Background: an optimization exercise with open tools, aiming at small area. Do not read the settings as production practice. The RTL was checked by simulation tests, not by an equivalence proof against the original design. Power is estimated from default activity; no workload was simulated.

the previous run:
==> module sram_logger, before the edit <==
module sram_logger(
    input         CLK_48MHZ,
    input         RESET,           
    input         READ_CMD,
    input  [79:0] GEIG_DATA,
    input  [79:0] MAG_DATA,
    input  [31:0] SRAM_D_IN,
    output [17:0] SRAM_A,
    output [3:0]  SRAM_SRBS,
    output        SRAM_CE,
    output        SRAM_WE,
    output        SRAM_OE,
    output [15:0] SRAM_D_OUT,
    output        SRAM_D_OE,
    output [15:0] DATA_READ,
    output [17:0] W_ADDRESS,
    output        W_CHIP_SELECT,
    output [17:0] R_ADDRESS,
    output        R_CHIP_SELECT
);
reg [79:0] geig_prev;
reg [79:0] mag_prev;
reg        read_prev;
reg [7:0]  schedule;      
reg [2:0]  write_count;   
reg [1:0]  phase;         
reg [63:0] data_buffer;   
reg [17:0] w_address;
reg        w_chip_select;
reg [17:0] r_address;
reg        r_chip_select;
reg [17:0] sram_a;
reg        sram_cs;       
reg        sram_wr;       
reg        sram_rd;       
reg [15:0] dread;
reg [15:0] dout;          
wire geig_new = (GEIG_DATA != geig_prev);
wire mag_new  = (MAG_DATA != mag_prev);
wire read_new = READ_CMD & ~read_prev;
reg [7:0] sched_ins;
always @(*) begin
    sched_ins = schedule;
    if (geig_new) begin
        if (sched_ins[1:0] == 2'b00)      sched_ins[1:0] = 2'd1;
        else if (sched_ins[3:2] == 2'b00) sched_ins[3:2] = 2'd1;
        else if (sched_ins[5:4] == 2'b00) sched_ins[5:4] = 2'd1;
        else                              sched_ins[7:6] = 2'd1;
    end
    if (mag_new) begin
        if (sched_ins[1:0] == 2'b00)      sched_ins[1:0] = 2'd2;
        else if (sched_ins[3:2] == 2'b00) sched_ins[3:2] = 2'd2;
        else if (sched_ins[5:4] == 2'b00) sched_ins[5:4] = 2'd2;
        else                              sched_ins[7:6] = 2'd2;
    end
    if (read_new) begin
        if (sched_ins[1:0] == 2'b00)      sched_ins[1:0] = 2'd3;
        else if (sched_ins[3:2] == 2'b00) sched_ins[3:2] = 2'd3;
        else if (sched_ins[5:4] == 2'b00) sched_ins[5:4] = 2'd3;
        else                              sched_ins[7:6] = 2'd3;
    end
end
wire head_write = sched_ins[0] ^ sched_ins[1];
wire head_read  = sched_ins[0] & sched_ins[1];
wire head_geig  = sched_ins[0];            
wire [79:0] src = head_geig ? GEIG_DATA : MAG_DATA;
wire write_done  = head_write & (write_count == 3'd5);
wire write_word  = head_write & ~write_count[2] | head_write & (write_count == 3'd4);
wire read_drop   = head_read & (r_address == w_address);
wire read_go     = head_read & ~read_drop;
wire write_step3 = write_word & (phase == 2'd2);
wire read_step3  = read_go & (phase == 2'd3);
wire shift       = write_done | read_drop | read_step3;
wire [18:0] addr_inc = {sram_cs, sram_a} + 19'd1;
always @(posedge CLK_48MHZ or negedge RESET) begin
    if (!RESET) begin
        geig_prev     <= 80'b0;
        mag_prev      <= 80'b0;
        read_prev     <= 1'b0;
        schedule      <= 8'b0;
        write_count   <= 3'b0;
        phase         <= 2'b0;
        w_address     <= 18'b0;
        w_chip_select <= 1'b0;
        r_address     <= 18'b0;
        r_chip_select <= 1'b0;
    end else begin
        geig_prev <= GEIG_DATA;
        mag_prev  <= MAG_DATA;
        read_prev <= READ_CMD;
        schedule  <= shift ? {2'b00, sched_ins[7:2]} : sched_ins;
        if (write_done)
            write_count <= 3'd0;
        else if (write_step3)
            write_count <= write_count + 3'd1;
        if (write_step3 | read_step3)
            phase <= 2'd0;
        else if (write_word | read_go)
            phase <= phase + 2'd1;
        if (write_step3)
            {w_chip_select, w_address} <= addr_inc;
        if (read_step3)
            {r_chip_select, r_address} <= addr_inc;
    end
end
always @(posedge CLK_48MHZ or negedge RESET) begin
    if (!RESET)
        data_buffer <= 64'b0;
    else begin
        if (head_write & (write_count == 3'd0) & (phase == 2'd0))
            data_buffer[15:0] <= src[15:0];
        if (head_write & (write_count == 3'd0) & (phase == 2'd2))
            data_buffer[15:0] <= src[79:64];
        if (head_write & (write_count == 3'd0))
            data_buffer[63:16] <= src[63:16];
    end
end
wire [15:0] write_word_data = (write_count[1:0] == 2'd1) ? data_buffer[31:16] :
                              (write_count[1:0] == 2'd2) ? data_buffer[47:32] :
                              (write_count[1:0] == 2'd3) ? data_buffer[63:48] :
                                                           data_buffer[15:0];
wire [7:0] head = schedule;
wire cyc_write = (head[0] ^ head[1]);
wire cyc_read  = (head[0] & head[1]);
always @(negedge CLK_48MHZ or negedge RESET) begin
    if (!RESET) begin
        sram_a  <= 18'b0;
        sram_wr <= 1'b0;
        sram_rd <= 1'b0;
        dread   <= 16'b0;
        dout    <= 16'b0;
    end else begin
        if (cyc_write & (phase == 2'd1))
            dout <= write_word_data;
        if (phase == 2'd1)
            sram_a <= cyc_read ? r_address : w_address;
        sram_wr <= cyc_write & (phase == 2'd1);
        sram_rd <= cyc_read & (phase == 2'd1 | phase == 2'd2);
        if (cyc_read & (phase == 2'd2))
            dread <= sram_cs ? SRAM_D_IN[31:16] : SRAM_D_IN[15:0];
    end
end
always @(negedge CLK_48MHZ or negedge RESET) begin
    if (!RESET)
        sram_cs <= 1'b0;
    else if (phase == 2'd1)
        sram_cs <= cyc_read ? r_chip_select : w_chip_select;
end
wire sram_active = sram_wr | sram_rd;
assign SRAM_A        = sram_a;
assign SRAM_SRBS     = {~(sram_active & sram_cs), ~(sram_active & sram_cs),
                        ~(sram_active & ~sram_cs), ~(sram_active & ~sram_cs)};
assign SRAM_CE       = 1'b0;
assign SRAM_WE       = ~sram_wr;
assign SRAM_OE       = ~sram_rd;
assign SRAM_D_OE     = sram_wr;
assign SRAM_D_OUT    = dout;
assign DATA_READ     = dread;
assign W_ADDRESS     = w_address;
assign W_CHIP_SELECT = w_chip_select;
assign R_ADDRESS     = r_address;
assign R_CHIP_SELECT = r_chip_select;
endmodule
export LEC_CHECK = 0
export CAP_MARGIN = 0
export CORE_MARGIN = 2
export CORE_UTILIZATION = 70
export SLEW_MARGIN = 0
create_clock -name core_clock -period 10.0 [get_ports {CLK_48MHZ}]
standard.sh (not shown) runs the stock make flow with config.mk's settings and CLKGATE_MAP_FILE= SYNTH_SCRIPT=/design/flow/synth_recipe.tcl, a recipe that flattens the netlist after the stock synthesis.
==> flow/flow/run.sh <==
#!/bin/bash
# The standard layout (standard.sh), with these changes:
#  1. after the standard synthesis, the combinational cells are re-mapped by
#     ABC with an area-oriented script (resynth.ys, area.abc); the register
#     instances, their names and cell types are left as the standard synthesis
#     made them;
#  2. the port buffers that ORFS inserts on every input and output are
#     sky130_fd_sc_hd__buf_1 instead of the tool's default pick;
#  3. clock tree synthesis clusters up to 10 flip-flops per clkbuf_4 leaf
#     buffer and adds no dummy loads.
# Each tool's full output goes to a log of its own in this folder:
# synth_make.log, resynth_models.log, resynth.log, layout_make.log (and each
# ORFS step also keeps its log under orfs/logs/).
set -euo pipefail
here=$(pwd)
res=$here/orfs/results/$FLOW_PLATFORM/sram_logger/base
lib=$FLOW_HOME/platforms/$FLOW_PLATFORM/lib/sky130_fd_sc_hd__tt_025C_1v80.lib

bash standard.sh synth > synth_make.log 2>&1
cp "$res/1_2_yosys.v" standard_synth.v

# Function models of the library's combinational cells.
seq=$(awk '/^    cell \(/{c=$2} /^        (ff|latch|statetable) *\(/{print c}' "$lib" | tr -d '"();' | sort -u | tr '\n' ' ')
yosys -l resynth_models.log -p "read_liberty -ignore_miss_func $lib; delete $seq; write_verilog -noattr comb_models.v" > /dev/null 2>&1
dontuse=$(sed -n '/^export DONT_USE_CELLS += /,/^#/p' "$FLOW_HOME/platforms/$FLOW_PLATFORM/config.mk" | grep -o 'sky130_fd_sc_hd__[a-z0-9_]*' | sed 's/^/-dont_use /' | tr '\n' ' ')
printf 'set_driving_cell sky130_fd_sc_hd__buf_1\nset_load 5\n' > abc.constr
sed -e "s#@LIB@#$lib#g" -e "s#@IN@#$here/standard_synth.v#" -e "s#@OUT@#$here/resynth.v#" \
    -e "s#@SCR@#$here/flow/area.abc#" -e "s#@CONSTR@#$here/abc.constr#" -e "s#@DONTUSE@#$dontuse#" \
    -e "s#@MODELS@#$here/comb_models.v#" -e "s#@TOP@#$FLOW_TOP#g" flow/resynth.ys > resynth_run.ys
yosys -l resynth.log -s resynth_run.ys > /dev/null 2>&1
cp resynth.v "$res/1_2_yosys.v"
touch "$res/1_2_yosys.v"

export BUFFER_PORTS_ARGS="-buffer_cell sky130_fd_sc_hd__buf_1"
export CTS_ARGS="-sink_clustering_enable -repair_clock_nets -sink_clustering_size 10 -sink_clustering_max_diameter 50 -buf_list sky130_fd_sc_hd__clkbuf_4 -dont_use_dummy_load"
bash standard.sh finish > layout_make.log 2>&1
Other scripts of this flow, unchanged in this note and not shown: flow/flow/area.abc, flow/flow/resynth.ys
What the current run does differently from the previous run at the input level:
diff --git a/flow/design.v b/flow/design.v
--- a/flow/design.v
+++ b/flow/design.v
@@ -34,9 +34,9 @@
 reg        sram_wr;       
 reg        sram_rd;       
 reg [15:0] dread;
-reg [15:0] dout;          
-wire geig_new = (GEIG_DATA != geig_prev);
-wire mag_new  = (MAG_DATA != mag_prev);
+reg  started;             
+wire geig_new = started ? (GEIG_DATA != geig_prev) : (|GEIG_DATA);
+wire mag_new  = started ? (MAG_DATA != mag_prev)   : (|MAG_DATA);
 wire read_new = READ_CMD & ~read_prev;
 reg [7:0] sched_ins;
 always @(*) begin
@@ -74,8 +74,7 @@
 wire [18:0] addr_inc = {sram_cs, sram_a} + 19'd1;
 always @(posedge CLK_48MHZ or negedge RESET) begin
     if (!RESET) begin
-        geig_prev     <= 80'b0;
-        mag_prev      <= 80'b0;
+        started       <= 1'b0;
         read_prev     <= 1'b0;
         schedule      <= 8'b0;
         write_count   <= 3'b0;
@@ -85,8 +84,7 @@
         r_address     <= 18'b0;
         r_chip_select <= 1'b0;
     end else begin
-        geig_prev <= GEIG_DATA;
-        mag_prev  <= MAG_DATA;
+        started   <= 1'b1;
         read_prev <= READ_CMD;
         schedule  <= shift ? {2'b00, sched_ins[7:2]} : sched_ins;
         if (write_done)
@@ -103,22 +101,18 @@
             {r_chip_select, r_address} <= addr_inc;
     end
 end
-always @(posedge CLK_48MHZ or negedge RESET) begin
-    if (!RESET)
-        data_buffer <= 64'b0;
-    else begin
-        if (head_write & (write_count == 3'd0) & (phase == 2'd0))
-            data_buffer[15:0] <= src[15:0];
-        if (head_write & (write_count == 3'd0) & (phase == 2'd2))
-            data_buffer[15:0] <= src[79:64];
-        if (head_write & (write_count == 3'd0))
-            data_buffer[63:16] <= src[63:16];
-    end
+always @(posedge CLK_48MHZ) begin
+    geig_prev <= GEIG_DATA;
+    mag_prev  <= MAG_DATA;
 end
-wire [15:0] write_word_data = (write_count[1:0] == 2'd1) ? data_buffer[31:16] :
-                              (write_count[1:0] == 2'd2) ? data_buffer[47:32] :
-                              (write_count[1:0] == 2'd3) ? data_buffer[63:48] :
-                                                           data_buffer[15:0];
+always @(posedge CLK_48MHZ) begin
+    if (head_write & (write_count == 3'd0) & (phase == 2'd0))
+        data_buffer[15:0] <= src[15:0];
+    if (head_write & (write_count == 3'd0) & (phase == 2'd2))
+        data_buffer[15:0] <= src[79:64];
+    if (head_write & (write_count == 3'd0))
+        data_buffer[63:16] <= src[63:16];
+end
 wire [7:0] head = schedule;
 wire cyc_write = (head[0] ^ head[1]);
 wire cyc_read  = (head[0] & head[1]);
@@ -128,10 +122,7 @@
         sram_wr <= 1'b0;
         sram_rd <= 1'b0;
         dread   <= 16'b0;
-        dout    <= 16'b0;
     end else begin
-        if (cyc_write & (phase == 2'd1))
-            dout <= write_word_data;
         if (phase == 2'd1)
             sram_a <= cyc_read ? r_address : w_address;
         sram_wr <= cyc_write & (phase == 2'd1);
@@ -140,10 +131,8 @@
             dread <= sram_cs ? SRAM_D_IN[31:16] : SRAM_D_IN[15:0];
     end
 end
-always @(negedge CLK_48MHZ or negedge RESET) begin
-    if (!RESET)
-        sram_cs <= 1'b0;
-    else if (phase == 2'd1)
+always @(negedge CLK_48MHZ) begin
+    if (phase == 2'd1)
         sram_cs <= cyc_read ? r_chip_select : w_chip_select;
 end
 wire sram_active = sram_wr | sram_rd;
@@ -154,7 +143,10 @@
 assign SRAM_WE       = ~sram_wr;
 assign SRAM_OE       = ~sram_rd;
 assign SRAM_D_OE     = sram_wr;
-assign SRAM_D_OUT    = dout;
+assign SRAM_D_OUT    = (write_count[1:0] == 2'd1) ? data_buffer[31:16] :
+                       (write_count[1:0] == 2'd2) ? data_buffer[47:32] :
+                       (write_count[1:0] == 2'd3) ? data_buffer[63:48] :
+                                                    data_buffer[15:0];
 assign DATA_READ     = dread;
 assign W_ADDRESS     = w_address;
 assign W_CHIP_SELECT = w_chip_select;
Findings:
- Taking the previous run as 1.0, the current run lands at 0.927 on floorplan die area.
- Non-clock buffer count is higher on the previous run
- Summed instance area of the synthesized netlist: the current run < the previous run
- The current run vs the previous run, source-to-sink clock delay at the later pin of the worst-skew pair went down by 0.03 ns.
- Re final instance area: the previous run was higher than the current run.
- Higher fraction of power consumed by sequential logic was reported by the previous run, not the current run.
- Taking the previous run as the reference, in the current run combinational power went up about 340%; area overhead of the layout relative to synthesis went down 0.25 points.
- Wire length reported by the detailed router of the current run exceeds that of the previous run by a few percent.
- The current run: number of cells in the finished layout apart from fillers is 115 lower than what the previous run reported.
- Synthesized net count: the current run < the previous run
